Source: an optimization exercise on an open RTL-to-GDS flow (aim: small area). Production flows keep margins and buffers that such runs may drop. For this run, only the layout was checked, not whether the RTL still works. Power figures rest on the tool's default switching activity, not on a simulated workload.

$ cat flow/design.v
module Lab_4_1(a,b,c,d,o1,o2,o3,o4,o5,o6,o7);
input a,b,c,d;
output o1,o2,o3,o4,o5,o6,o7;
assign o1 = (!((!a&b&d) | (a&!b&!c) | (a&!d) | (c&b) | (!b&!d) | (!a&c)));
assign o2 = (!((!a&!b) | (!b&!d) | (!a&c&d) | (!a&!c&!d) | (a&!c&d)));
assign o3 = (!((!a&!c) | (!a&d) | (!a&b) | (!c&d) | (a&!b)));
assign o4 = (!((!a&!b&c) | (!a&!b&!d) | (b&c&!d) | (!b&c&d) | (b&!c&d) | (a&!c&!d)));
assign o5 = (!((!b&!d) | (a&b) | (c&!d) | (a&c)));
assign o6 = (!((!a&b&!c) | (b&!d) | (a&c) | (a&!b) | (!c&!d)));
assign o7 = (!((!a&b&!c) | (!a&!b&c) | (c&!d) | (a&d) | (a&!b)));
endmodule 
module VGA_Controller(clk, rst, xLength, yLength, ScreenArea, hsync, vsync, blank_n);
input clk, rst;
output reg [9:0]xLength, yLength; 
output reg ScreenArea;  
output hsync, vsync, blank_n;
reg p_hSync, p_vSync; 
localparam [9:0] porchHF = 10'd640;  
localparam [9:0] syncH = 10'd655; 
localparam [9:0] porchHB = 10'd747;  
localparam [9:0] maxH = 10'd793;  
localparam [9:0] porchVF = 10'd480;  
localparam [9:0] syncV = 10'd490;  
localparam [9:0] porchVB = 10'd492;  
localparam [9:0] maxV = 10'd525;  
always@(posedge clk)
	begin
		if(rst == 1'b1)
			xLength <= 10'd0;
		else if(xLength == maxH)
			xLength <= 10'd0;
		else
			xLength <= xLength + 10'd1;
	end
always@(posedge clk)
	begin
		if(rst == 1'b1)
			yLength <= 10'd0;
		else if(xLength == maxH)
			begin
				if(yLength == maxV)
					yLength <= 10'd0;
				else
					yLength <= yLength + 10'd1;
			end
	end
always@(posedge clk)  
	begin
		ScreenArea <= ((xLength < porchHF) && (yLength < porchVF)); 
	end
always@(posedge clk)  
	begin
		p_hSync <= ((xLength >= syncH) && (xLength < porchHB)); 
		p_vSync <= ((yLength >= syncV) && (yLength < porchVB)); 
	end
assign vsync = ~p_vSync; 
assign hsync = ~p_hSync;
assign blank_n = ScreenArea;
endmodule
module Guy(clk, rst, up, down, left, right, update, xLength, yLength, Guy);
input clk, rst;
input up, down, left, right, update;
input [9:0] xLength;
input [9:0] yLength;
output reg Guy;
reg [9:0] GuyX;
reg [8:0] GuyY;
wire [10:0] dx = {1'b0, xLength} - {1'b0, GuyX};
wire [9:0] dy = yLength - {1'b0, GuyY};
always@(posedge clk)
	begin
		Guy <= (dx >= 11'd1 && dx <= 11'd14) && (dy >= 10'd1 && dy <= 10'd14);
	end
reg [2:0]S;
reg [2:0]NS;
parameter Go_up = 3'd0,
		Go_down = 3'd1,
		Go_left = 3'd2,
		Go_right = 3'd3,
		Stay = 3'd7;
always @(posedge clk) if (rst == 1'b1 || update == 1'b1)
begin
	if (rst ==1'b1)
		S <= Stay;
	else
		S <= NS;
end
always@(*)
		case(S)
			Go_up:    NS = (up == 1'b0) ? Go_up : Stay;
			Go_down:  NS = (down == 1'b0) ? Go_down : Stay;
			Go_left:  NS = (left == 1'b0) ? Go_left : Stay;
			Go_right: NS = (right == 1'b0) ? Go_right : Stay;
			Stay:
				begin
					if (up == 1'b0)
						NS = Go_up;
					else if (down == 1'b0)
						NS = Go_down;
					else if (left == 1'b0)
						NS = Go_left;
					else if (right == 1'b0)
						NS = Go_right;
					else
						NS = Stay;
				end
			default:
				NS = Stay;
		endcase
wire moving = (S[2] == 1'b0);
wire vertical = (S[1] == 1'b0);
wire [9:0] pos = vertical ? {1'b0, GuyY} : GuyX;
wire [9:0] moved = pos + (S[0] ? 10'd3 : 10'h3FD);
always @(posedge clk) if (rst == 1'b1 || update == 1'b1)
		begin
			if (rst == 1'b1)
				begin
					GuyX <= 10'd305;
					GuyY <= 9'd200;
				end
			else if (moving)
				begin
					if (vertical)
						GuyY <= moved[8:0];
					else
						GuyX <= moved;
				end
		end
endmodule
module Apple(clk, xLength, yLength, apple, apple_shown);
input clk;
input [9:0] xLength;
input [9:0] yLength;
output [4:0] apple;
output apple_shown;
wire [9:0] x = xLength;
wire [9:0] y = yLength;
wire [4:0] a;
assign a[2] = (x >= 10'd206 && x < 10'd221) && (y >= 10'd400 && y < 10'd415);
assign a[1] = (x >= 10'd136 && x < 10'd151) && (y >= 10'd300 && y < 10'd315);
assign a[0] = (x >= 10'd36  && x < 10'd51 ) && (y >= 10'd80  && y < 10'd95 );
assign a[3] = (x >= 10'd441 && x < 10'd456) && (y >= 10'd290 && y < 10'd305);
assign a[4] = (x >= 10'd601 && x < 10'd616) && (y >= 10'd50  && y < 10'd65 );
wire n1 = ((y >= 10'd402 && y < 10'd404) && (x >= 10'd210 && x < 10'd214)) ||
          ((y >= 10'd404 && y < 10'd410) && (x >= 10'd212 && x < 10'd214)) ||
          ((y >= 10'd410 && y < 10'd412) && (x >= 10'd210 && x < 10'd216));
wire n2 = ((y >= 10'd302 && y < 10'd304) && (x >= 10'd138 && x < 10'd146)) ||
          ((y >= 10'd304 && y < 10'd306) && (x >= 10'd146 && x < 10'd148)) ||
          ((y >= 10'd306 && y < 10'd308) && (x >= 10'd140 && x < 10'd146)) ||
          ((y >= 10'd308 && y < 10'd310) && (x >= 10'd138 && x < 10'd140)) ||
          ((y >= 10'd310 && y < 10'd312) && (x >= 10'd138 && x < 10'd148));
wire n3 = ((y >= 10'd82 && y < 10'd84) && (x >= 10'd38 && x < 10'd46)) ||
          ((y >= 10'd84 && y < 10'd86) && (x >= 10'd46 && x < 10'd48)) ||
          ((y >= 10'd86 && y < 10'd88) && (x >= 10'd42 && x < 10'd46)) ||
          ((y >= 10'd88 && y < 10'd90) && (x >= 10'd46 && x < 10'd48)) ||
          ((y >= 10'd90 && y < 10'd92) && (x >= 10'd38 && x < 10'd46));
wire n4 = ((y >= 10'd292 && y < 10'd296) && ((x >= 10'd443 && x < 10'd445) || (x >= 10'd451 && x < 10'd453))) ||
          ((y >= 10'd296 && y < 10'd298) && (x >= 10'd445 && x < 10'd453)) ||
          ((y >= 10'd298 && y < 10'd302) && (x >= 10'd451 && x < 10'd453));
wire n5 = ((y >= 10'd52 && y < 10'd54) && (x >= 10'd603 && x < 10'd613)) ||
          ((y >= 10'd54 && y < 10'd56) && (x >= 10'd603 && x < 10'd605)) ||
          ((y >= 10'd56 && y < 10'd58) && (x >= 10'd603 && x < 10'd611)) ||
          ((y >= 10'd58 && y < 10'd60) && (x >= 10'd611 && x < 10'd613)) ||
          ((y >= 10'd60 && y < 10'd62) && (x >= 10'd603 && x < 10'd611));
assign apple = a;
assign apple_shown = (|a) && !(n1 || n2 || n3 || n4 || n5);
endmodule
module Truck(clk, xLength, yLength, truck);
input clk;
input [9:0] xLength;
input [9:0] yLength;
output truck;
wire [9:0] x = xLength;
wire [9:0] y = yLength;
wire top = (x > 10'd61  && x < 10'd91 ) || (x > 10'd166 && x < 10'd196) || (x > 10'd201 && x < 10'd231) ||
           (x > 10'd366 && x < 10'd396) || (x > 10'd401 && x < 10'd431) || (x > 10'd506 && x < 10'd536) ||
           (x > 10'd541 && x < 10'd571);
wire bot = (x > 10'd96  && x < 10'd126) || (x > 10'd131 && x < 10'd161) || (x > 10'd236 && x < 10'd266) ||
           (x > 10'd271 && x < 10'd301) || (x > 10'd331 && x < 10'd361) || (x > 10'd436 && x < 10'd466) ||
           (x > 10'd471 && x < 10'd501) || (x > 10'd576 && x < 10'd606);
assign truck = (top && y > 10'd0 && y < 10'd30) || (bot && y > 10'd450 && y < 10'd480);
endmodule
module Easy(clk, rst, update, xLength, yLength, hit, hard_only);
input clk, rst, update;
input [9:0] xLength;
input [9:0] yLength;
output reg hit;        
output reg hard_only;  
reg [8:0] n486, n487;
reg [7:0] n246, n244;
reg [3:0] q6, q12;
wire [8:0] n486_nx = rst ? 9'd0 : !update ? n486 : (n486 == 9'd485) ? 9'd0 : n486 + 9'd1;
wire [8:0] n487_nx = rst ? 9'd0 : !update ? n487 : (n487 == 9'd486) ? 9'd0 : n487 + 9'd1;
wire [7:0] n246_nx = rst ? 8'd0 : !update ? n246 : (n246 == 8'd245) ? 8'd0 : n246 + 8'd1;
wire [7:0] n244_nx = rst ? 8'd0 : !update ? n244 : (n244 == 8'd243) ? 8'd0 : n244 + 8'd1;
wire [3:0] q6_nx = rst ? 4'd0 : (update && n244 == 8'd243) ? q6 + 4'd1 : q6;
wire [3:0] q12_nx = rst ? 4'd0 : (update && n246 == 8'd245) ? q12 + 4'd1 : q12;
always @(posedge clk) begin
	n486 <= n486_nx;
	n487 <= n487_nx;
	n246 <= n246_nx;
	n244 <= n244_nx;
	q6 <= q6_nx;
	q12 <= q12_nx;
end
reg [3:0] kn; reg inln;
always @(*) begin
	kn = 4'd0; inln = 1'b0;
	if (xLength >= 10'd65 && xLength <= 10'd83) begin kn = 4'd0; inln = 1'b1; end
	if (xLength >= 10'd100 && xLength <= 10'd118) begin kn = 4'd1; inln = 1'b1; end
	if (xLength >= 10'd135 && xLength <= 10'd153) begin kn = 4'd2; inln = 1'b1; end
	if (xLength >= 10'd170 && xLength <= 10'd188) begin kn = 4'd3; inln = 1'b1; end
	if (xLength >= 10'd205 && xLength <= 10'd223) begin kn = 4'd4; inln = 1'b1; end
	if (xLength >= 10'd240 && xLength <= 10'd258) begin kn = 4'd5; inln = 1'b1; end
	if (xLength >= 10'd275 && xLength <= 10'd293) begin kn = 4'd6; inln = 1'b1; end
	if (xLength >= 10'd335 && xLength <= 10'd353) begin kn = 4'd8; inln = 1'b1; end
	if (xLength >= 10'd370 && xLength <= 10'd388) begin kn = 4'd9; inln = 1'b1; end
	if (xLength >= 10'd405 && xLength <= 10'd423) begin kn = 4'd10; inln = 1'b1; end
	if (xLength >= 10'd440 && xLength <= 10'd458) begin kn = 4'd11; inln = 1'b1; end
	if (xLength >= 10'd475 && xLength <= 10'd493) begin kn = 4'd12; inln = 1'b1; end
	if (xLength >= 10'd510 && xLength <= 10'd528) begin kn = 4'd13; inln = 1'b1; end
	if (xLength >= 10'd545 && xLength <= 10'd563) begin kn = 4'd14; inln = 1'b1; end
	if (xLength >= 10'd580 && xLength <= 10'd598) begin kn = 4'd15; inln = 1'b1; end
end
reg [8:0] nn;
reg [8:0] r0, r1, r2, r3, r4, r5;
always @(*) begin
	case (kn)
		4'd0: begin nn = n486_nx; r0 = 9'd30; r1 = 9'd111; r2 = 9'd192; r3 = 9'd283; r4 = 9'd334; r5 = 9'd415; end
		4'd1: begin nn = n486_nx; r0 = 9'd50; r1 = 9'd151; r2 = 9'd222; r3 = 9'd293; r4 = 9'd344; r5 = 9'd445; end
		4'd2: begin nn = {1'b0,n246_nx}; r0 = 9'd10; r1 = 9'd46; r2 = 9'd82; r3 = 9'd98; r4 = 9'd154; r5 = 9'd210; end
		4'd3: begin nn = n486_nx; r0 = 9'd60; r1 = 9'd106; r2 = 9'd267; r3 = 9'd338; r4 = 9'd415; r5 = 9'd469; end
		4'd4: begin nn = n486_nx; r0 = 9'd20; r1 = 9'd131; r2 = 9'd292; r3 = 9'd363; r4 = 9'd424; r5 = 9'd465; end
		4'd5: begin nn = {1'b0,n244_nx}; r0 = 9'd90; r1 = 9'd106; r2 = 9'd177; r3 = 9'd233; r4 = 9'd511; r5 = 9'd511; end
		4'd6: begin nn = n486_nx; r0 = 9'd55; r1 = 9'd156; r2 = 9'd227; r3 = 9'd299; r4 = 9'd352; r5 = 9'd456; end
		4'd8: begin nn = n486_nx; r0 = 9'd70; r1 = 9'd161; r2 = 9'd222; r3 = 9'd258; r4 = 9'd319; r5 = 9'd425; end
		4'd9: begin nn = n486_nx; r0 = 9'd70; r1 = 9'd156; r2 = 9'd242; r3 = 9'd293; r4 = 9'd334; r5 = 9'd395; end
		4'd10: begin nn = n486_nx; r0 = 9'd35; r1 = 9'd111; r2 = 9'd202; r3 = 9'd248; r4 = 9'd294; r5 = 9'd425; end
		4'd11: begin nn = {1'b0,n246_nx}; r0 = 9'd10; r1 = 9'd51; r2 = 9'd102; r3 = 9'd168; r4 = 9'd204; r5 = 9'd220; end
		4'd12: begin nn = n486_nx; r0 = 9'd50; r1 = 9'd161; r2 = 9'd222; r3 = 9'd258; r4 = 9'd339; r5 = 9'd435; end
		4'd13: begin nn = n487_nx; r0 = 9'd50; r1 = 9'd81; r2 = 9'd152; r3 = 9'd228; r4 = 9'd284; r5 = 9'd385; end
		4'd14: begin nn = n487_nx; r0 = 9'd40; r1 = 9'd71; r2 = 9'd132; r3 = 9'd228; r4 = 9'd264; r5 = 9'd365; end
		4'd15: begin nn = n486_nx; r0 = 9'd100; r1 = 9'd151; r2 = 9'd222; r3 = 9'd303; r4 = 9'd344; r5 = 9'd435; end
		default: begin nn = 9'd0; r0 = 9'd511; r1 = 9'd511; r2 = 9'd511; r3 = 9'd511; r4 = 9'd511; r5 = 9'd511; end
	endcase
end
reg [3:0] k;
reg inl;
reg [6:0] b;  
always @(posedge clk) begin
	k <= kn;
	inl <= inln;
	b <= {(kn == 4'd13 && n487_nx > 9'd466) || (kn == 4'd14 && n487_nx > 9'd456), nn > r5, nn > r4, nn > r3, nn > r2, nn > r1, nn > r0};
end
reg [8:0] n; reg [1:0] typ; reg ho; reg [5:0] sv;
reg [9:0] c0, c1, c2, c3, c4, c5;
always @(*) begin
	case (k)
		4'd0: begin n = n486; typ = 2'd0; ho = 1'b0; sv = 6'b111111; c0 = 10'd450; c1 = 10'd370; c2 = 10'd290; c3 = 10'd200; c4 = 10'd150; c5 = 10'd70; end
		4'd1: begin n = n486; typ = 2'd1; ho = 1'b0; sv = 6'b111111; c0 = 10'd50; c1 = 10'd150; c2 = 10'd220; c3 = 10'd290; c4 = 10'd340; c5 = 10'd440; end
		4'd2: begin n = {1'b0,n246}; typ = 2'd2; ho = 1'b1; sv = 6'b111111; c0 = 10'd20; c1 = 10'd90; c2 = 10'd160; c3 = 10'd190; c4 = 10'd300; c5 = 10'd410; end
		4'd3: begin n = n486; typ = 2'd0; ho = 1'b0; sv = 6'b111111; c0 = 10'd420; c1 = 10'd375; c2 = 10'd215; c3 = 10'd145; c4 = 10'd69; c5 = 10'd16; end
		4'd4: begin n = n486; typ = 2'd0; ho = 1'b1; sv = 6'b111111; c0 = 10'd460; c1 = 10'd350; c2 = 10'd190; c3 = 10'd120; c4 = 10'd60; c5 = 10'd20; end
		4'd5: begin n = {1'b0,n244}; typ = 2'd2; ho = 1'b0; sv = 6'b001111; c0 = 10'd180; c1 = 10'd210; c2 = 10'd350; c3 = 10'd460; c4 = 10'd0; c5 = 10'd0; end
		4'd6: begin n = n486; typ = 2'd1; ho = 1'b0; sv = 6'b111111; c0 = 10'd55; c1 = 10'd155; c2 = 10'd225; c3 = 10'd296; c4 = 10'd348; c5 = 10'd451; end
		4'd8: begin n = n486; typ = 2'd1; ho = 1'b0; sv = 6'b111111; c0 = 10'd70; c1 = 10'd160; c2 = 10'd220; c3 = 10'd255; c4 = 10'd315; c5 = 10'd420; end
		4'd9: begin n = n486; typ = 2'd0; ho = 1'b1; sv = 6'b111111; c0 = 10'd410; c1 = 10'd325; c2 = 10'd240; c3 = 10'd190; c4 = 10'd150; c5 = 10'd90; end
		4'd10: begin n = n486; typ = 2'd0; ho = 1'b0; sv = 6'b111111; c0 = 10'd445; c1 = 10'd370; c2 = 10'd280; c3 = 10'd235; c4 = 10'd190; c5 = 10'd60; end
		4'd11: begin n = {1'b0,n246}; typ = 2'd2; ho = 1'b1; sv = 6'b111111; c0 = 10'd20; c1 = 10'd100; c2 = 10'd200; c3 = 10'd330; c4 = 10'd400; c5 = 10'd430; end
		4'd12: begin n = n486; typ = 2'd1; ho = 1'b0; sv = 6'b111111; c0 = 10'd50; c1 = 10'd160; c2 = 10'd220; c3 = 10'd255; c4 = 10'd335; c5 = 10'd430; end
		4'd13: begin n = n487; typ = 2'd0; ho = 1'b0; sv = 6'b111111; c0 = 10'd430; c1 = 10'd400; c2 = 10'd330; c3 = 10'd255; c4 = 10'd200; c5 = 10'd100; end
		4'd14: begin n = n487; typ = 2'd0; ho = 1'b1; sv = 6'b111111; c0 = 10'd440; c1 = 10'd410; c2 = 10'd350; c3 = 10'd255; c4 = 10'd220; c5 = 10'd120; end
		4'd15: begin n = n486; typ = 2'd1; ho = 1'b0; sv = 6'b111111; c0 = 10'd100; c1 = 10'd150; c2 = 10'd220; c3 = 10'd300; c4 = 10'd340; c5 = 10'd430; end
		default: begin n = 9'd0; typ = 2'd0; ho = 1'b0; sv = 6'b0; c0 = 10'd0; c1 = 10'd0; c2 = 10'd0; c3 = 10'd0; c4 = 10'd0; c5 = 10'd0; end
	endcase
end
wire [2:0] m;
assign m[2] = b[3];
assign m[1] = b[1] && !b[3] || b[5];
assign m[0] = b[0] && !b[1] || b[2] && !b[3] || b[4] && !b[5] || b[6];
wire [9:0] u = {1'b0, n} - {7'b0, m};  
wire [9:0] v = (typ == 2'd0) ? yLength - u : (typ == 2'd1) ? yLength + u : yLength + {u[8:0], 1'b0};
wire [6:0] sh;
wire [9:0] d0 = v - c0;
assign sh[0] = sv[0] && (!b[0] ? (d0 >= 10'd1 && d0 <= 10'd19) : (typ == 2'd0) ? (d0 >= 10'd545 && d0 <= 10'd563) : (d0 >= 10'd481 && d0 <= 10'd499));
wire [9:0] d1 = v - c1;
assign sh[1] = sv[1] && (!b[1] ? (d1 >= 10'd1 && d1 <= 10'd19) : (typ == 2'd0) ? (d1 >= 10'd545 && d1 <= 10'd563) : (d1 >= 10'd481 && d1 <= 10'd499));
wire [9:0] d2 = v - c2;
assign sh[2] = sv[2] && (!b[2] ? (d2 >= 10'd1 && d2 <= 10'd19) : (typ == 2'd0) ? (d2 >= 10'd545 && d2 <= 10'd563) : (d2 >= 10'd481 && d2 <= 10'd499));
wire [9:0] d3 = v - c3;
assign sh[3] = sv[3] && (!b[3] ? (d3 >= 10'd1 && d3 <= 10'd19) : (typ == 2'd0) ? (d3 >= 10'd545 && d3 <= 10'd563) : (d3 >= 10'd481 && d3 <= 10'd499));
wire [9:0] d4 = v - c4;
assign sh[4] = sv[4] && (!b[4] ? (d4 >= 10'd1 && d4 <= 10'd19) : (typ == 2'd0) ? (d4 >= 10'd545 && d4 <= 10'd563) : (d4 >= 10'd481 && d4 <= 10'd499));
wire [9:0] d5 = v - c5;
assign sh[5] = sv[5] && (!b[5] ? (d5 >= 10'd1 && d5 <= 10'd19) : (typ == 2'd0) ? (d5 >= 10'd545 && d5 <= 10'd563) : (d5 >= 10'd481 && d5 <= 10'd499));
assign sh[6] = ((k == 4'd13) && (b[6] ? (v >= 10'd565 && v <= 10'd583) : (v >= 10'd21 && v <= 10'd39))) || ((k == 4'd14) && (b[6] ? (v >= 10'd575 && v <= 10'd593) : (v >= 10'd31 && v <= 10'd49)));
wire [7:0] eh = u[7:0] - {((k == 4'd5) ? q6 : q12), 4'b0};  
wire [9:0] z = yLength + {1'b0, eh, 1'b0};
wire oh5 = (k == 4'd5) && ((z[8:0] > 9'd25 && z[8:0] < 9'd45 && z[9] == (eh > 8'd12)) || (z[8:0] > 9'd75 && z[8:0] < 9'd95 && z[9] == (eh > 8'd37)) || (z[8:0] > 9'd375 && z[8:0] < 9'd395 && z[9] == (eh > 8'd187)) || (z[8:0] > 9'd415 && z[8:0] < 9'd435 && z[9] == (eh > 8'd207)));
wire oh11 = (k == 4'd11) && ((z[8:0] > 9'd255 && z[8:0] < 9'd275 && z[9] == (eh > 8'd127)));
always @(posedge clk) begin
	hit <= inl && ((|sh) || oh5 || oh11);
	hard_only <= ho;
end
endmodule
module collision (clk,rst,Guy,cake,border,apple,win,game_over, score); 
input clk, rst, Guy, border;  
input [4:0] apple;
input cake;  
output win, game_over;  
output [3:0] score;  
wire Guy;
wire [4:0] apple;
wire border;
wire cake;
wire [4:0]eat; 
wire hit;  
assign eat[0] = (Guy && apple[0]);
assign eat[1] = (Guy && apple[1]);
assign eat[2] = (Guy && apple[2]);
assign eat[3] = (Guy && apple[3]);
assign eat[4] = (Guy && apple[4]);
assign hit = (Guy && border) || (Guy && cake);
localparam alive1 = 3'd0,
				alive2 = 3'd1,
				alive3 = 3'd2,
				alive4 = 3'd3,
				alive5 = 3'd4,
				winner = 3'd5,
				loser = 3'd6;
reg [2:0]S;
reg [2:0]NS;
always @(posedge clk)
	begin
		if (rst == 1'b1)
			begin
			S <= alive1;
			end
		else
			begin
			S <= NS;
			end
	end
always @(*) 
	case (S)
		alive1: 
			begin
				if (hit == 1'b1)
					NS = loser;
				else if(eat[2] == 1'b1)
					NS = alive2;
				else
					NS = alive1;
			end
			alive2: 
			begin
				if (hit == 1'b1)
					NS = loser;
				else if(eat[1] == 1'b1)
					NS = alive3;
				else
					NS = alive2;
			end
			alive3: 
			begin
				if (hit == 1'b1)
					NS = loser;
				else if(eat[0] == 1'b1)
					NS = alive4;
				else
					NS = alive3;
			end
			alive4: 
			begin
				if (hit == 1'b1)
					NS = loser;
				else if(eat[3] == 1'b1)
					NS = alive5;
				else
					NS = alive4;
			end
			alive5: 
			begin
				if (hit == 1'b1)
					NS = loser;
				else if(eat[4] == 1'b1)
					NS = winner;
				else
					NS = alive5;
			end
		winner:	 
			NS = winner;
		loser:   
			NS = loser;
		default:
			NS = S;
	endcase
reg [2:0] S_d;
always @(posedge clk)
	begin
		if (rst == 1'b1)
			S_d <= alive1;
		else
			S_d <= S;
	end
assign win = (S_d == winner);
assign game_over = (S_d == loser);
assign score = (S_d == alive1) ? 4'b0001 :
               (S_d == alive2) ? 4'b0010 :
               (S_d == alive3) ? 4'b0011 :
               (S_d == alive4) ? 4'b0100 :
               (S_d == alive5) ? 4'b0101 : 4'b0000;
endmodule
module text(clk, xLength, yLength, game_over_text, win_text, level_num1_text, level_num2_text);
input clk;
input [9:0] xLength;
input [9:0] yLength;
output game_over_text, win_text, level_num1_text, level_num2_text;
wire go1 = ((yLength >= 10'd200)  && (yLength < 10'd210))  &&  ( ( (xLength >= 10'd101) && (xLength < 10'd151) ) || ( (xLength >= 10'd171) && (xLength < 10'd201) ) || ( (xLength >= 10'd231) && (xLength < 10'd261) ) || ( (xLength >= 10'd291) && (xLength < 10'd301) ) || ( (xLength >= 10'd331) && (xLength < 10'd341) ) || ( (xLength >= 10'd351) && (xLength < 10'd361) ) || ( (xLength >= 10'd391) && (xLength < 10'd401) ) || ( (xLength >= 10'd421) && (xLength < 10'd461) ) || ( (xLength >= 10'd471) && (xLength < 10'd481) ) || ( (xLength >= 10'd511) && (xLength < 10'd521) ));
wire go2 = ((yLength >= 10'd210) && (yLength < 10'd220))  &&  ( ( (xLength >= 10'd121) && (xLength < 10'd131) ) || ( (xLength >= 10'd161) && (xLength < 10'd171) ) || ( (xLength >= 10'd201) && (xLength < 10'd211) ) || ( (xLength >= 10'd221) && (xLength < 10'd231) ) || ( (xLength >= 10'd261) && (xLength < 10'd271) ) || ( (xLength >= 10'd291) && (xLength < 10'd311) ) || ( (xLength >= 10'd321) && (xLength < 10'd341) ) || ( (xLength >= 10'd351) && (xLength < 10'd361) ) || ( (xLength >= 10'd391) && (xLength < 10'd401) ) || ( (xLength >= 10'd411) && (xLength < 10'd421) ) || ( (xLength >= 10'd471) && (xLength < 10'd481) ) || ( (xLength >= 10'd511) && (xLength < 10'd521) ));
wire go3 = ((yLength >= 10'd220) && (yLength < 10'd230))  &&  ( ( (xLength >= 10'd121) && (xLength < 10'd131) ) || ( (xLength >= 10'd161) && (xLength < 10'd171) ) || ( (xLength >= 10'd201) && (xLength < 10'd211) ) || ( (xLength >= 10'd221) && (xLength < 10'd231) ) || ( (xLength >= 10'd261) && (xLength < 10'd271) ) || ( (xLength >= 10'd291) && (xLength < 10'd301) ) || ( (xLength >= 10'd311) && (xLength < 10'd321) ) || ( (xLength >= 10'd331) && (xLength < 10'd341) ) || ( (xLength >= 10'd351) && (xLength < 10'd361) ) || ( (xLength >= 10'd391) && (xLength < 10'd401) ) || ( (xLength >= 10'd411) && (xLength < 10'd421) ) || ( (xLength >= 10'd471) && (xLength < 10'd521) ));
wire go4 = ((yLength >= 10'd230) && (yLength < 10'd240))  &&  ( ( (xLength >= 10'd121) && (xLength < 10'd131) ) || ( (xLength >= 10'd161) && (xLength < 10'd171) ) || ( (xLength >= 10'd201) && (xLength < 10'd211) ) || ( (xLength >= 10'd221) && (xLength < 10'd231) ) || ( (xLength >= 10'd261) && (xLength < 10'd271) ) || ( (xLength >= 10'd291) && (xLength < 10'd301) ) || ( (xLength >= 10'd331) && (xLength < 10'd341) ) || ( (xLength >= 10'd351) && (xLength < 10'd361) ) || ( (xLength >= 10'd391) && (xLength < 10'd401) ) || ( (xLength >= 10'd411) && (xLength < 10'd421) ) || ( (xLength >= 10'd471) && (xLength < 10'd481) ) || ( (xLength >= 10'd511) && (xLength < 10'd521) ));
wire go5 = ((yLength >= 10'd240) && (yLength < 10'd250))  &&  ( ( (xLength >= 10'd121) && (xLength < 10'd131) ) || ( (xLength >= 10'd171) && (xLength < 10'd201) ) || ( (xLength >= 10'd231) && (xLength < 10'd261) ) || ( (xLength >= 10'd291) && (xLength < 10'd301) ) || ( (xLength >= 10'd331) && (xLength < 10'd341) ) || ( (xLength >= 10'd361) && (xLength < 10'd391) ) || ( (xLength >= 10'd421) && (xLength < 10'd461) ) || ( (xLength >= 10'd471) && (xLength < 10'd481) ) || ( (xLength >= 10'd511) && (xLength < 10'd521) ));
wire go6 = ((yLength >= 10'd260)  && (yLength < 10'd270))  &&  ( ( (xLength >= 10'd206) && (xLength < 10'd246) ) || ( (xLength >= 10'd276) && (xLength < 10'd286) ) || ( (xLength >= 10'd316) && (xLength < 10'd326) ) || ( (xLength >= 10'd356) && (xLength < 10'd366) ) || ( (xLength >= 10'd376) && (xLength < 10'd426) ) );
wire go7 = ((yLength >= 10'd270)  && (yLength < 10'd280))  &&  ( ( (xLength >= 10'd196) && (xLength < 10'd206) ) || ( (xLength >= 10'd266) && (xLength < 10'd276) ) || ( (xLength >= 10'd286) && (xLength < 10'd296) ) || ( (xLength >= 10'd316) && (xLength < 10'd326) ) || ( (xLength >= 10'd346) && (xLength < 10'd356) ) || ( (xLength >= 10'd376) && (xLength < 10'd386) ));
wire go8 = ((yLength >= 10'd280)  && (yLength < 10'd290))  &&  ( ( (xLength >= 10'd196) && (xLength < 10'd206) ) || ( (xLength >= 10'd256) && (xLength < 10'd306) ) || ( (xLength >= 10'd316) && (xLength < 10'd346) ) || ( (xLength >= 10'd376) && (xLength < 10'd406) ));
wire go9 = ((yLength >= 10'd290)  && (yLength < 10'd300)) &&  ( ( (xLength >= 10'd196) && (xLength < 10'd206) ) || ( (xLength >= 10'd256) && (xLength < 10'd266) ) || ( (xLength >= 10'd296) && (xLength < 10'd306) ) || ( (xLength >= 10'd316) && (xLength < 10'd326) ) || ( (xLength >= 10'd346) && (xLength < 10'd356) ) || ( (xLength >= 10'd376) && (xLength < 10'd386) ));
wire go10 = ((yLength >= 10'd300) && (yLength < 10'd310)) &&  ( ( (xLength >= 10'd206) && (xLength < 10'd246) ) || ( (xLength >= 10'd256) && (xLength < 10'd266) ) || ( (xLength >= 10'd296) && (xLength < 10'd306) ) || ( (xLength >= 10'd316) && (xLength < 10'd326) ) || ( (xLength >= 10'd356) && (xLength < 10'd366) ) || ( (xLength >= 10'd376) && (xLength < 10'd426) ));
wire win1 = ((yLength >= 10'd230)  && (yLength < 10'd240))  && ( ( (xLength >= 10'd231) && (xLength < 10'd241) ) || ( (xLength >= 10'd271) && (xLength < 10'd281) ) || ( (xLength >= 10'd291) && (xLength < 10'd321) ) || ( (xLength >= 10'd341) && (xLength < 10'd381) ) || ((xLength >= 10'd391) && (xLength < 10'd441) ) );
wire win2 = ((yLength >= 10'd240) && (yLength < 10'd250))  && ( ( (xLength >= 10'd231) && (xLength < 10'd251) ) || ( (xLength >= 10'd271) && (xLength < 10'd281) ) || ( (xLength >= 10'd301) && (xLength < 10'd311) ) || ( (xLength >= 10'd331) && (xLength < 10'd341) ) || ((xLength >= 10'd391) && (xLength < 10'd401) ) );
wire win3 = ((yLength >= 10'd250) && (yLength < 10'd260))  && ( ( (xLength >= 10'd231) && (xLength < 10'd241) ) || ( (xLength >= 10'd251) && (xLength < 10'd261) ) || ( (xLength >= 10'd271) && (xLength < 10'd281) ) || ( (xLength >= 10'd301) && (xLength < 10'd311) ) || ( (xLength >= 10'd331) && (xLength < 10'd341) ) || ((xLength >= 10'd391) && (xLength < 10'd421) ));
wire win4 = ((yLength >= 10'd260) && (yLength < 10'd270))  && ( ( (xLength >= 10'd231) && (xLength < 10'd241) ) || ( (xLength >= 10'd261) && (xLength < 10'd281) ) || ( (xLength >= 10'd301) && (xLength < 10'd311) ) || ( (xLength >= 10'd331) && (xLength < 10'd341) ) || ((xLength >= 10'd391) && (xLength < 10'd401) ) );
wire win5 = ((yLength >= 10'd270) && (yLength < 10'd280))  && ( ( (xLength >= 10'd231) && (xLength < 10'd241) ) || ( (xLength >= 10'd271) && (xLength < 10'd281) ) || ( (xLength >= 10'd291) && (xLength < 10'd321) ) || ( (xLength >= 10'd341) && (xLength < 10'd381) ) || ((xLength >= 10'd391) && (xLength < 10'd441) ) );
wire lvone1 = ((yLength >= 10'd3)  && (yLength < 10'd5))  && ( ( (xLength >= 10'd16) && (xLength < 10'd26) )  || ( (xLength >= 10'd32) && (xLength < 10'd34) ) || ( (xLength >= 10'd40) && (xLength < 10'd50) ) || ( (xLength >= 10'd52) && (xLength < 10'd54) ) || ( (xLength >= 10'd60) && (xLength < 10'd62) ));
wire lvone2 = ((yLength >= 10'd5)  && (yLength < 10'd7))  && ( ( (xLength >= 10'd16) && (xLength < 10'd18) )  || ( (xLength >= 10'd30) && (xLength < 10'd32) ) || ( (xLength >= 10'd34) && (xLength < 10'd36) ) || ( (xLength >= 10'd40) && (xLength < 10'd42) ) || ( (xLength >= 10'd52) && (xLength < 10'd54) ) || ( (xLength >= 10'd60) && (xLength < 10'd62) ) );
wire lvone3 = ((yLength >= 10'd7)  && (yLength < 10'd9))  && ( ( (xLength >= 10'd16) && (xLength < 10'd22) )  || ( (xLength >= 10'd28) && (xLength < 10'd38) ) || ( (xLength >= 10'd40) && (xLength < 10'd50) ) || ( (xLength >= 10'd54) && (xLength < 10'd56) ) || ( (xLength >= 10'd58) && (xLength < 10'd60) ));
wire lvone4 = ((yLength >= 10'd9)  && (yLength < 10'd11))  && ( ( (xLength >= 10'd16) && (xLength < 10'd18) )  || ( (xLength >= 10'd28) && (xLength < 10'd30) ) || ( (xLength >= 10'd36) && (xLength < 10'd38) ) || ( (xLength >= 10'd48) && (xLength < 10'd50) ) || ( (xLength >= 10'd56) && (xLength < 10'd58) ));
wire lvone5 = ((yLength >= 10'd11)  && (yLength < 10'd13)) && ( ( (xLength >= 10'd16) && (xLength < 10'd26) ) || ( (xLength >= 10'd28) && (xLength < 10'd30) ) || ( (xLength >= 10'd36) && (xLength < 10'd38) ) || ( (xLength >= 10'd40) && (xLength < 10'd50) ) || ( (xLength >= 10'd56) && (xLength < 10'd58) )  );
wire lvtwo1 = ((yLength >= 10'd3)  && (yLength < 10'd5))  && ( ( (xLength >= 10'd16) && (xLength < 10'd18) )  || ( (xLength >= 10'd24) && (xLength < 10'd26) ) || ( (xLength >= 10'd32) && (xLength < 10'd34) ) || ( (xLength >= 10'd42) && (xLength < 10'd48) ) || ( (xLength >= 10'd52) && (xLength < 10'd60) ));
wire lvtwo2 = ((yLength >= 10'd5)  && (yLength < 10'd7))  && ( ( (xLength >= 10'd16) && (xLength < 10'd18) )  || ( (xLength >= 10'd24) && (xLength < 10'd26) ) || ( (xLength >= 10'd30) && (xLength < 10'd32) ) || ( (xLength >= 10'd34) && (xLength < 10'd36) ) || ( (xLength >= 10'd40) && (xLength < 10'd42) ) || ( (xLength >= 10'd48) && (xLength < 10'd50) ) || ( (xLength >= 10'd52) && (xLength < 10'd54) ) || ( (xLength >= 10'd60) && (xLength < 10'd62) ));
wire lvtwo3 = ((yLength >= 10'd7)  && (yLength < 10'd9))  && ( ( (xLength >= 10'd16) && (xLength < 10'd26) )  || ( (xLength >= 10'd28) && (xLength < 10'd38) ) || ( (xLength >= 10'd40) && (xLength < 10'd50) ) || ( (xLength >= 10'd52) && (xLength < 10'd54) ) || ( (xLength >= 10'd60) && (xLength < 10'd62) ));
wire lvtwo4 = ((yLength >= 10'd9)  && (yLength < 10'd11))  && ( ( (xLength >= 10'd16) && (xLength < 10'd18) )  || ( (xLength >= 10'd24) && (xLength < 10'd26) ) || ( (xLength >= 10'd28) && (xLength < 10'd30) ) || ( (xLength >= 10'd36) && (xLength < 10'd38) ) || ( (xLength >= 10'd40) && (xLength < 10'd42) ) || ( (xLength >= 10'd46) && (xLength < 10'd48) ) || ( (xLength >= 10'd52) && (xLength < 10'd54) ) || ( (xLength >= 10'd60) && (xLength < 10'd62) ));
wire lvtwo5 = ((yLength >= 10'd11)  && (yLength < 10'd13)) && ( ( (xLength >= 10'd16) && (xLength < 10'd18) ) || ( (xLength >= 10'd24) && (xLength < 10'd26) ) || ( (xLength >= 10'd28) && (xLength < 10'd30) ) || ( (xLength >= 10'd36) && (xLength < 10'd38) ) || ( (xLength >= 10'd40) && (xLength < 10'd42) )  || ( (xLength >= 10'd48) && (xLength < 10'd50) ) || ( (xLength >= 10'd52) && (xLength < 10'd60) ));
assign game_over_text = go1 || go2 || go3 || go4 || go5 || go6 || go7 || go8 || go9 || go10;
assign win_text = win1 || win2 || win3 || win4 || win5;
assign level_num1_text = lvone1 || lvone2 || lvone3 || lvone4 || lvone5;
assign level_num2_text = lvtwo1 || lvtwo2 || lvtwo3 || lvtwo4 || lvtwo5;
endmodule
module Too_Much_Cake(clk, rst, tick, up, down, left, right, VGA_R, VGA_G, VGA_B, hsync, vsync, blank_n, difficulty, o1,o2,o3,o4,o5,o6,o7);
input clk, rst;
input tick;
input difficulty;
input up, down, left, right;
output hsync, vsync, blank_n;
output o1,o2,o3,o4,o5,o6,o7;
output [7:0] VGA_R, VGA_G, VGA_B;
wire update = tick;
wire [9:0] xLength;
wire [9:0] yLength;
wire ScreenArea;
VGA_Controller VGA(clk, rst, xLength, yLength, ScreenArea, hsync, vsync, blank_n);
wire Guy;
Guy Guy1(clk, rst, up, down, left, right, update, xLength, yLength, Guy);
wire [4:0] apple;
wire apple_shown;
Apple app(clk, xLength, yLength, apple, apple_shown);
wire truck;
Truck tru(clk, xLength, yLength, truck);
wire lane_hit, lane_hard_only;
Easy Cakes(clk, rst, update, xLength, yLength, lane_hit, lane_hard_only);
reg cake;
always @(posedge clk)
	cake <= lane_hit && (difficulty || !lane_hard_only);
wire border_col = (xLength >= 10'd1 && xLength < 10'd16) || (xLength >= 10'd631 && xLength < 10'd642);
wire border_row = (xLength == 10'd0) ? ((yLength >= 10'd1 && yLength <= 10'd15) || (yLength >= 10'd466 && yLength <= 10'd481))
                                     : ((yLength < 10'd15) || (yLength >= 10'd465 && yLength < 10'd481));
wire border = border_col || border_row;
wire game_over;
wire win;
wire [3:0] score;
collision WL(clk, rst, Guy, cake, border, apple, win, game_over, score);
Lab_4_1 Lab4(score[3],score[2],score[1],score[0],o1,o2,o3,o4,o5,o6,o7);
wire game_over_text, win_text, level_num1_text, level_num2_text;
text txt(clk, xLength, yLength, game_over_text, win_text, level_num1_text, level_num2_text);
reg R, G, B;
wire edge_ = border && !(difficulty ? level_num2_text : level_num1_text);
always @(posedge clk)
	begin
		if (game_over)
			begin
				R <= game_over_text;
				G <= 1'b0;
				B <= 1'b0;
			end
		else if (win)
			begin
				R <= 1'b0;
				G <= win_text;
				B <= 1'b0;
			end
		else
			begin
				R <= edge_ || apple_shown || Guy || cake;
				G <= edge_ || cake || truck;
				B <= edge_ || Guy;
			end
	end
reg r_q, g_q, b_q;
always @(posedge clk)
	begin
		r_q <= R;
		g_q <= G;
		b_q <= B;
	end
assign VGA_R = {8{r_q}};
assign VGA_G = {8{g_q}};
assign VGA_B = {8{b_q}};
endmodule
$ cat flow/run.sh
#!/bin/bash
# synth_recipe.tcl (not shown) runs the flow's synth.tcl, then flattens the netlist and writes it again
# the make line also repeats each setting of config.mk as NAME=value (left out here)
make -C /OpenROAD-flow-scripts/flow DESIGN_CONFIG=/design/flow/config.mk WORK_HOME=/design/flow/orfs CLKGATE_MAP_FILE= SYNTH_SCRIPT=/design/flow/synth_recipe.tcl finish
$ cat flow/config.mk
export PLATFORM = sky130hd
export DESIGN_NAME = Too_Much_Cake
export DESIGN_NICKNAME = Too_Much_Cake
export VERILOG_FILES = /design/flow/design.v
export SDC_FILE = /design/flow/constraint.sdc
export NUM_CORES = 4
export LEC_CHECK = 0
export CAP_MARGIN = 20
export CORE_MARGIN = 2
export CORE_UTILIZATION = 50
export CTS_BUF_LIST = sky130_fd_sc_hd__clkbuf_4 sky130_fd_sc_hd__clkbuf_8
export GPL_TIMING_DRIVEN = 1
export SLEW_MARGIN = 20
$ cat flow/constraint.sdc
create_clock -name core_clock -period 10.0 [get_ports {clk}]
set_input_delay 2.0000 -clock core_clock [delete_from_list [all_inputs] [get_ports {clk}]]
set_output_delay 2.0000 -clock core_clock [all_outputs]
set_load 0.01 [all_outputs]
==> summary.md <==
| Metric | Value |
|---|---|
| FF-to-FF Start | Cakes.k[3] |
| Synthesized area per cell | roughly 7.0 sq um |
| Vias | 20100 |
| Gate Count Post-Synth | between 2000 and 3000 |
| Later-pin clock latency in the skew report | 0.52 ns |
| Final #Nets | 2730 |
| Setup Fix Bufs, Post-CTS | 0 |
| Root buf cell | clkbuf_8 |
| Gr ovfl total | 0 |
| Delay-heaviest family, CP | compound AO/OA/AOI/OAI gates |
| Reg clk slew, reported paths | 0.11 ns |
| Fin Hold WS | 0.325 ns |
| N_diodes | 0 |
| Crit Path Max Fanout | 32 |
| Yosys top cell area share | a little over an eighth |
| Commonest cells post-synth | nand2_1, nor2_1, a21oi_1 |
| Peak supply drop | 98.5 uV |
| DP Wirelength | approximately 54 mm |
| Max-cap violation count | 0 |
| CTS tree | built |
| Slowest cell on crit path | dfxtp_1 |
| Die area | around 37000 sq um |
| IO Port Bufs | 41 |
| Element type at the critical path start | register |
| Die Span Y | 193 um |
| Share of cells above drive strength 1 | 5.18% |
| Post-synthesis mux area share | between 1.5 and 2% |
| Seq/Total Area, Yosys | 14.1% |
| Largest net degree at the start of global routing | 56 |
| Worst reg-to-reg setup slack | 1.88 ns |
| Area share of and/or/nand/nor cells after synthesis | ~30% |
| Final Max Slew Viols | 0 |
| Routed vias/inst | just under 7 |
| Pwr dens | between 90 and 100 nW/um^2 |
| Unrepaired setup endpoints after global routing | false |
| Netlist Area Pre-Place | around 18000 sq um |
| Final setup vio count | 0 |
| Total power | 1.89 mW |
| Ys flop type | dfxtp_1 |
| Worst Hold Path EP | g_q |
| Distinct cell type count after synthesis | 96 |
| Count leader, synth | nand2_1 |
| TritonCTS buffer count | 17 |
| LEAKAGE | ~7.9 nW |
| Longest Clk Path Bufs | 2 |
| Area grow syn2layout | 5.71% |
| Crit path DAT | between 8 and 9 ns |
| First-pass GRT wire length | about 110 mm |
| Skew final | 0.0410 ns |
| Number of global-route vias before repair | ~18000 |
| Most frequent CP cell | a21oi_1 |
| DRC | 0 |
| Fmax | 0.123 GHz |
| Ports | 42 |
| Xor and xnor area share after synthesis | under 10% |
| Min-delay src | G |
| Setup TNS Final | 0 ns |
| Core area | 35400 sq um |
| # clock sinks | about 120 |
| Relative slew margins | about a quarter |
| Initial antenna violation count | 4 |
| Reg2reg end | Cakes.hit |
| Synth area leaders | ha_1, dfxtp_1, nand2_1 |
| CP Capture Type | register |
| Number of iterations in the first detailed-routing pass | 7 |
| Row count | 69 |
| Yosys warns | 5 |
| Run status | complete, no violations |
| Initial Utilization | 50.5% |
| Synthesis-stage register bit count | around 120 |
| Synth Area in Compound Gates | about a quarter |
| Worst path bufs/invs | 2 |
| Slew @ Worst Pin | between 1 and 1.5 ns |
| Final Hold Fails | 0 |
| WL final | slightly above 70 mm |
| H-tree depth | 4 |
| Worst r2r path cells | 29 |
| Final period util | 81.2% |
| Drt wl/cell | 23.7 um |
| Setup CP Type | register to register |
| Main combinational cell family by area after synthesis | simple AND/OR/NAND/NOR gates |
| Placer Congestion | ~1.0 |
| Fin crit period | 8.12 ns |
| Initial DRC count | approximately 2700 |
| Post-cts repair resize count | 0 |
| Die width | 193 um |
| Hold-fix buffers, CTS | 0 |
| Hold WC Path Type | register to register |
| Post-synth EDFFs | 22 |
| Crit path largest cell delay | around 1.1 ns |
| Adder-cell share of the synthesized area | between 10% and 20% |
| Total GRT Usage | between 30% and 40% |
| Hold path depth | 0 |
| Post-DRT Antenna Nets | 0 |
| Synth async-reset ratio | 0% |
| Post-synth top area cell | ha_1 |
| Fill cells | around 3500 |
| Critical Path RT | ~10 ns |
stage by stage:
step / instances / area (sq um) / util, % / setup WS (ns)
finish: 2988 / 18900 / 53.3 / 1.88
global route: 2988 / 18900 / 53.3 / 1.49
CTS: 2988 / 18900 / 53.3 / 2.14
detailed placement: 2956 / 18500 / 52.3 / 2.15
global placement: 2956 / 18500 / 52.3 / 2.38
floorplan: 2557 / 17900 / - / 3.69
cells by family after synthesis:
| kind of cell | Yosys count |
|---|---|
| other | 1 |
| AO/OA/AOI/OAI | 728 |
| AND/OR/NAND/NOR | 1073 |
| flip-flops | 115 |
| buffers and inverters | 260 |
| adder cells (fa/ha/maj) | 209 |
| XOR/XNOR | 140 |
| multiplexers | 29 |
worst reg2reg max path, delay by kind of cell, from the launching register on:
family	cells	cell delay, ns
xor+xnor	1	0.52
flops	1	1.08
buf+inv	2	0.42
fa+ha+maj	4	1.42
simple gates	8	0.99
compound gates	14	3.60
placed cells by master, fill, tap and decap left out, types with 32 or more instances in the layout:
master	count
buf_4	45
inv_1	108
dfxtp_1	91
clkdlybuf4s50_1	40
nand4_1	37
xor2_1	63
xnor2_1	77
o21ai_0	171
a21o_1	44
nand2b_1	64
nor2b_1	52
ha_1	194
nand2_1	285
a21oi_1	195
nand3_1	80
nor3_1	92
nor2_1	280
nor4_1	32
final cells by class:
type                            instances  area, sq um  area share, %
Tap cell                              461          577           3.05
Timing Repair Buffer                   86          743           3.94
Clock buffer                           18          241           1.28
Clock inverter                         14          129          0.683
Sequential cell                       115         2520           13.4
Inverter                              112          420           2.23
Multi-Input combinational cell       2182        14200           75.4
power breakdown:
part	internal (mW)	switching, mW	total [mW]
Sequential	0.502	0.0214	0.523
Combinational	0.372	0.536	0.908
Clock	0.201	0.254	0.455
worst max-delay path by stage:
stage	startpoint	end	slack (ns)	depth (start not counted)
3_3_place_gp	Cakes.k[0]	Cakes.hit	2.38	31
5_1_grt	Cakes.k[0]	Cakes.hit	1.49	32
4_1_cts	Cakes.k[3]	Cakes.hit	2.14	29
3_5_place_dp	Cakes.k[3]	Cakes.hit	2.15	29
2_1_floorplan	Cakes.k[2]	Cakes.hit	3.69	32
6_report	Cakes.k[3]	Cakes.hit	1.88	29
state kept, by name (all words and copies together), names as in the netlist, 4 cells and up:
signal,count
Cakes.q12,4
Cakes.n244,8
VGA.xLength,10
Cakes.n246,8
Guy1.GuyY,9
VGA.yLength,10
Cakes.n486,9
Guy1.GuyX,10
Cakes.k,4
Cakes.q6,4
Cakes.n487,9
Cakes.b,7
per-layer routing:
layer  vias to the layer above  routed length (um)  track usage (%)
li1                       9193                   -                -
met2                      1235               30000             57.1
met5                         -                  32                0
met3                       260                7590             8.34
met4                         4                3340             16.4
met1                      9389               29800             50.8

what the ideal ports hide:
The results above use ideal ports. As a check the final layout listed here was re-extracted and re-timed, cells and wires unchanged.
Step 1, drivers: a clkbuf_16 drives clk and a buf_2 each remaining input, both assumed.
Step 2 times the ports against the registers' clock, not the clock port: input delays grow and output delays shrink by t, the midpoint of the rising clock arrivals with the driver on.
Slacks: ideal ports / drivers / drivers and shift; pairs: ideal ports / drivers.
shift t [ns]: 0.545
setup WS [ns]: 1.885 / 1.885 / 1.885
worst setup path at the end: register to register
After both steps this run still meets setup and hold. The setup slack of this run moves by 0.000 ns with the drivers and by 0.000 ns with both steps.
